This is an optimization exercise on Yosys and OpenROAD, whose aim is small area and a short achievable clock period, not a production implementation. Function was checked by simulation only, so behaviour that the tests miss may differ from the original. Power is estimated from default activity; no workload was simulated.

Design lcdTimCtrlCore, start of the top module:
    module lcdTimCtrlCore #
    (
        parameter integer C_HOR_WIDTH = 12,
        parameter integer C_VER_WIDTH = 12
    )
    (
        output reg oHSynch,
        output reg oVSynch,
        output reg oEnVideo,
        output wire [C_HOR_WIDTH - 1 : 0] oHAddr,
        output wire [C_VER_WIDTH - 1 : 0] oVAddr,
        input wire [C_HOR_WIDTH - 1 : 0] iHWidth,
        input wire [C_HOR_WIDTH - 1 : 0] iHBackPorch,
        input wire [C_HOR_WIDTH - 1 : 0] iHFrontPorch,
        input wire [C_HOR_WIDTH - 1 : 0] iHResolution,
        input wire iHPolarity,
        input wire [C_VER_WIDTH - 1 : 0] iVWidth,
        input wire [C_VER_WIDTH - 1 : 0] iVBackPorch,
        input wire [C_VER_WIDTH - 1 : 0] iVFrontPorch,
        input wire [C_VER_WIDTH - 1 : 0] iVResolution,
        input wire iVPolarity,
        input wire iEnVideoPolarity,
        input wire iClkPixel,
        input wire iRst,
        input wire iEn
    );
    wire hSync, hAct, hSyncNext, hActNext, hZero;
    wire vSync, vAct, vSyncNext, vActNext, vZero;
    wire [C_VER_WIDTH - 1 : 0] vCount;
    wire vEnabler = iEn && hZero;
    counterFromZeroToLimit #
        (
            .C_WIDTH(C_HOR_WIDTH)
        )HorizontalCounter(
            .oSync(hSync),
            .oAct(hAct),
            .oSyncNext(hSyncNext),
            .oActNext(hActNext),
            .oAddr(oHAddr),
            .oZero(hZero),
            .iLenSync(iHWidth),
            .iLenBack(iHBackPorch),
            .iLenAct(iHResolution),
            .iLenFront(iHFrontPorch),
            .iAddrEn(vAct),
            .iClk(iClkPixel),
            .iRst(iRst),
            .iEn(iEn)
        );
    counterFromZeroToLimit #
        (
            .C_WIDTH(C_VER_WIDTH),
            .C_SLOW(1)
        )VerticalCounter(
            .oSync(vSync),
            .oAct(vAct),
            .oSyncNext(vSyncNext),
            .oActNext(vActNext),
            .oAddr(vCount),
            .oZero(vZero),
            .iLenSync(iVWidth),
            .iLenBack(iVBackPorch),
            .iLenAct(iVResolution),
            .iLenFront(iVFrontPorch),
            .iAddrEn(1'b1),
            .iClk(iClkPixel),
            .iRst(iRst),
            .iEn(vEnabler)
        );
    reg vActOut;
    always @(posedge iClkPixel) begin
        vActOut <= vActNext && iRst;
    end
    assign oVAddr = vCount & {C_VER_WIDTH{vActOut}};
  ...
==> flow/config.mk <==
export PLATFORM = sky130hd
export DESIGN_NAME = lcdTimCtrlCore
export DESIGN_NICKNAME = lcdTimCtrlCore
export VERILOG_FILES = /design/flow/design.v
export SDC_FILE = /design/flow/constraint.sdc
export NUM_CORES = 4
export LEC_CHECK = 0
export CAP_MARGIN = 20
export CORE_MARGIN = 2
export CORE_UTILIZATION = 40
export SLEW_MARGIN = 20
export TNS_END_PERCENT = 0
==> flow/constraint.sdc <==
create_clock -name core_clock -period 11.0 [get_ports {iClkPixel}]
set_input_delay 2.2000 -clock core_clock [delete_from_list [all_inputs] [get_ports {iClkPixel}]]
set_output_delay 2.2000 -clock core_clock [all_outputs]
set_load 0.01 [all_outputs]
standard.sh (not shown) runs the stock make flow with config.mk's settings and CLKGATE_MAP_FILE= SYNTH_SCRIPT=/design/flow/synth_recipe.tcl, a recipe that flattens the netlist after the stock synthesis.
==> flow/flow/run.sh <==
#!/bin/bash
# Own flow: the standard layout (standard.sh) with these changes:
#  - the port buffers are small buffers (buf_1) instead of the default delay cells;
#  - the timing repair aims for more setup slack than the clock needs;
#  - clock tree synthesis inserts no dummy loads.
# Each ORFS step writes its full log under orfs/logs/.
export BUFFER_PORTS_ARGS="-buffer_cell sky130_fd_sc_hd__buf_1"
export SETUP_SLACK_MARGIN=7.9
export CTS_ARGS="-sink_clustering_enable -repair_clock_nets -dont_use_dummy_load"
bash standard.sh > standard.log 2>&1
The baseline completed without violations.
==> next run, changes <==
--- a/flow/flow/run.sh
+++ b/flow/flow/run.sh
@@ -7,3 +7,3 @@
 export BUFFER_PORTS_ARGS="-buffer_cell sky130_fd_sc_hd__buf_1"
-export SETUP_SLACK_MARGIN=7.9
+export SETUP_SLACK_MARGIN=7.8
 export CTS_ARGS="-sink_clustering_enable -repair_clock_nets -dont_use_dummy_load"
- routed wire length drops by 4.6%
- critical path depth does not change
- clock-buffer cell count is unchanged
- via count drops by 1.8%
- total power barely changes
- non-clock buffer count drops by 1

---

lcdTimCtrlCore, a different RTL version from the one above (not shown whole).
Size: ~58 flip-flops, roughly 130 I/O pins, about 3600 µm² of cells after synthesis.
Settings: LEC_CHECK=0, CAP_MARGIN=20, CORE_MARGIN=2, CORE_UTILIZATION=40, SLEW_MARGIN=20; clock period 11.0 ns.
==> flow/flow/run.sh <==
#!/bin/bash
# Own flow: the standard layout (standard.sh) with two changes:
#  - the port buffers are small buffers instead of the default delay cells;
#  - the timing repair aims for more setup slack than the clock needs.
# Each ORFS step writes its full log under orfs/logs/.
export BUFFER_PORTS_ARGS="-buffer_cell sky130_fd_sc_hd__buf_1"
export SETUP_SLACK_MARGIN=7.7
bash standard.sh > standard.log 2>&1
The baseline finished clean.
Change:
--- a/flow/flow/run.sh
+++ b/flow/flow/run.sh
@@ -5,4 +5,4 @@
 # Each ORFS step writes its full log under orfs/logs/.
 export BUFFER_PORTS_ARGS="-buffer_cell sky130_fd_sc_hd__buf_1"
-export SETUP_SLACK_MARGIN=7.7
+export SETUP_SLACK_MARGIN=7.6
 bash standard.sh > standard.log 2>&1
CORE_UTILIZATION = 60   (was 40)
Worst hold slack stays flat; final area is lower by 1.5%; die area decreases by 32%; non-clock buffer count rises by 1; synthesized cell count does not change; routed wire length rose by 1.2%; core utilization is higher by 24 points.
Change:
--- a/flow/flow/run.sh
+++ b/flow/flow/run.sh
@@ -5,4 +5,4 @@
 # Each ORFS step writes its full log under orfs/logs/.
 export BUFFER_PORTS_ARGS="-buffer_cell sky130_fd_sc_hd__buf_1"
-export SETUP_SLACK_MARGIN=7.6
+export SETUP_SLACK_MARGIN=7.9
 bash standard.sh > standard.log 2>&1
CORE_UTILIZATION = 40   (was 60)
Result: Global-route usage went down by 9.5 points. Wire length went up by a few percent. Design area went up by a little under a tenth. Total power went down by a few percent.
Change:
--- a/flow/flow/run.sh
+++ b/flow/flow/run.sh
@@ -5,4 +5,4 @@
 # Each ORFS step writes its full log under orfs/logs/.
 export BUFFER_PORTS_ARGS="-buffer_cell sky130_fd_sc_hd__buf_1"
-export SETUP_SLACK_MARGIN=7.9
+export SETUP_SLACK_MARGIN=7.5
 bash standard.sh > standard.log 2>&1
Result: Hold slack is worse by 0.0056 ns; count of clock-buffer cells in the layout does not change; synthesized area is unchanged; core utilization came out lower by 3.9 points; setup slack is worse by 0.13 ns.

==> afterwards: timing with drivers on the ports <==
The results above use ideal ports. As a check the final layouts listed here were re-extracted and re-timed, cells and wires unchanged. Step 1, drivers: a clkbuf_16 drives iClkPixel and a buf_2 each remaining input, both assumed. Step 2 moves the port delays by t, midway between the first and last clock arrival at a register: inputs arrive t later, outputs are due t later. That takes back most of the time a late clock gives input paths. Three values: ideal, step 1, step 2; two values: the first two.
run	t, ns	setup slack, ns	hold slack, ns	worst setup path at the end	worst register clock-pin slew, ns
the first run of note 1	0.315	7.790 / 7.763 / 7.525	0.494 / 0.494 / 0.494	input to register	0.09 / 0.09
the second run of note 1	0.316	7.764 / 7.736 / 7.471	0.487 / 0.487 / 0.487	input to register	0.09 / 0.09
the first run of note 2	0.356	7.796 / 7.804 / 7.448	0.504 / 0.504 / 0.504	input to register	0.07 / 0.07
the second run of note 2	0.369	7.659 / 7.662 / 7.293	0.503 / 0.503 / 0.503	input to register	0.08 / 0.08
the third run of note 2	0.364	7.887 / 7.854 / 7.559	0.510 / 0.510 / 0.510	input to register	0.07 / 0.07
the fourth run of note 2	0.370	7.755 / 7.754 / 7.384	0.504 / 0.504 / 0.504	input to register	0.07 / 0.07
After both steps setup and hold are still met in every run listed. For the fourth run of note 2, which loses most, drivers alone change the setup slack by -0.001 ns; drivers and shift together by -0.371 ns.
